This design comes from an exercise in tuning for small area and a short achievable clock period on the open sky130 flow, not from production work.
Function was checked by simulation only, so behaviour that the tests miss may differ from the original.
Power is estimated from default activity; no workload was simulated.

// zepto_cpu
module zepto_cpu(
	input clk,
	input rst_n,
	input [1:0] disp_sel,
	input [31:0] inst,
	output reg [15:0] pc,
	output wire [6:0] HEX0,
	output wire [6:0] HEX1,
	output wire [6:0] HEX2,
	output wire [6:0] HEX3,
	output wire [6:0] HEX4,
	output wire [6:0] HEX5,
	output wire [6:0] HEX6,
	output wire [6:0] HEX7,
	output [15:0] VerRA
);
wire [3:0] Rd = inst[7:4];
wire [3:0] Ra = inst[11:8];
wire [3:0] Rb = inst[15:12];
wire [15:0] Imm = inst[31:16];
wire WE, Link, Sub, Pcr, nPcr, Zb, jalr, jal, beq, bne, bge, blt;
controle U3(.Opcode(inst[3:0]), .WE(WE), .Link(Link), .Sub(Sub), .jalr(jalr),
	.jal(jal), .Pcr(Pcr), .nPcr(nPcr), .Zb(Zb), .beq(beq), .bne(bne), .bge(bge), .blt(blt));
reg [239:0] rf;
wire [15:0] sa = 16'd1 << Ra;
wire [15:0] sb = 16'd1 << Rb;
wire [15:0] A, B;
registrador RA(.Q(rf), .s(sa[15:1]), .A(A));
registrador RB(.Q(rf), .s(sb[15:1]), .A(B));
assign VerRA = A;
wire [15:0] Sum, Dm, Inc, E;
ula U7(.Opcode(inst[3:0]), .Sub(Sub), .Zb(Zb), .Pcr(Pcr), .nPcr(nPcr), .Link(Link), .rst_n(rst_n),
	.A(A), .B(B), .Pc(pc), .Imm(Imm), .Inc(Inc), .Sum(Sum), .Dm(Dm));
wire take;
comparador U6(.A(A), .B(B), .beq(beq), .bne(bne), .bge(bge), .blt(blt), .jal(jal), .jalr(jalr), .take(take));
pc U1(.Pc(pc), .Sum(Sum), .jump(take), .rst_n(rst_n), .Inc(Inc), .E(E));
always @(posedge clk)
	pc <= E;
wire [15:0] wd = 16'd1 << Rd;
genvar g;
generate for (g = 1; g < 16; g = g + 1) begin : w
	wire en = (WE & wd[g]) | ~rst_n;
	always @(posedge clk)
		if (en) rf[16*g-1:16*g-16] <= Dm;
end endgenerate
wire [55:0] hex;
display U9(.sel(disp_sel), .pc(pc), .inst(inst), .A(A), .B(B), .hex(hex));
assign {HEX7, HEX6, HEX5, HEX4, HEX3, HEX2, HEX1, HEX0} = hex;
endmodule
Size in the first run: ~1,200 cells after synthesis, ~260 flip-flops, about 120 I/O pins, roughly 0.015 mm² of cells after synthesis.
clock: 12.0 ns
lec_check: 0
cap_margin: 20
core_margin: 2
core_utilization: 50
cts_cluster_diameter: 100
cts_cluster_size: 25
setup_slack_margin: 5
slew_margin: 20
synth_hierarchical: 1
tns_end_percent: 20
standard.sh (not shown) runs the stock make flow with config.mk's settings and CLKGATE_MAP_FILE= SYNTH_SCRIPT=/design/flow/synth_recipe.tcl, a recipe that flattens the netlist after the stock synthesis.
==> flow/flow/run.sh <==
#!/bin/bash
# Layout flow: the standard ORFS flow (standard.sh, which runs the
# standard synthesis unchanged), with the input/output port buffers made
# from the smallest buffer cell; timing repair resizes them where needed.
set -euo pipefail
bash standard.sh "BUFFER_PORTS_ARGS=-buffer_cell sky130_fd_sc_hd__buf_1" finish > flow_make.log 2>&1
Change:
--- a/flow/config.mk
+++ b/flow/config.mk
@@ -10 +10 @@
-export CORE_UTILIZATION = 50
+export CORE_UTILIZATION = 60
The changed run ran to the end with no violations.
Via count drops by 0.46%.
Count of clock-buffer cells in the layout decreases by 1.
Setup slack loses 0.051 ns.
Die area came out lower by about 16%.
Change:
--- a/flow/config.mk
+++ b/flow/config.mk
@@ -11,2 +10,0 @@
-export CTS_CLUSTER_DIAMETER = 100
-export CTS_CLUSTER_SIZE = 25
The new run finished with timing, DRC and antenna clean. Die area is unchanged. Core utilization increases by 2.2 points. Non-clock buffer count rose by 1. Register-to-register slack gets better by 0.10 ns. Final cell count rose by 1.6%.
Change:
--- a/flow/config.mk
+++ b/flow/config.mk
@@ -10 +10 @@
-export CORE_UTILIZATION = 60
+export CORE_UTILIZATION = 50
=> The changed run went through all stages and came out clean; wire length goes up by 7.3%; global-route usage goes down by 4.1 points; total power goes down by 1.0%.
Change:
--- a/flow/config.mk
+++ b/flow/config.mk
@@ -10 +10,3 @@
-export CORE_UTILIZATION = 50
+export CORE_UTILIZATION = 70
+export CTS_CLUSTER_DIAMETER = 100
+export CTS_CLUSTER_SIZE = 25
The changed run completed with no timing, DRC or antenna violations. Register-to-register slack degrades by 0.23 ns. Total power falls by 8.8%. Cell count falls by 7.6%. Routed wire length falls by 3.1%. Final area falls by 4.0%. Core utilization rises by 22 points. Area after synthesis does not change. Setup slack degrades by 0.11 ns. First-iteration DRC count rises by 46%. Sequential power is about the same.

-- port drivers added, routing unchanged --
The flow's constraints put no driver on any port. The routed layouts listed below were extracted and timed again, unchanged, in two steps.
Step 1 assumes that a clkbuf_16 drives the clock port and a buf_2 every other input.
Step 2 also shifts input and output timing later by t, the mid clock arrival at the registers, as if the neighbouring blocks saw the same clock.
a / b / c = ideal ports / drivers / drivers and shift; a / b = the first two.
| run | t, ns | slack for setup (ns) | worst setup path after step 2 | slew at the worst register clock pin (ns) |
|---|---|---|---|---|
| the first run | 0.561 | 4.892 / 4.819 / 4.676 | input to register | 0.10 / 0.10 |
| the second run | 0.538 | 4.841 / 4.775 / 4.614 | input to register | 0.10 / 0.10 |
| the third run | 0.579 | 4.866 / 4.806 / 4.703 | input to register | 0.07 / 0.07 |
| the fourth run | 0.597 | 4.954 / 4.856 / 4.665 | input to register | 0.07 / 0.07 |
| the fifth run | 0.538 | 4.844 / 4.771 / 4.560 | input to register | 0.11 / 0.11 |
After both steps setup and hold are still met in every run listed. The setup slack of the fourth run, which loses most, moves by -0.098 ns with the drivers and by -0.289 ns with both steps.
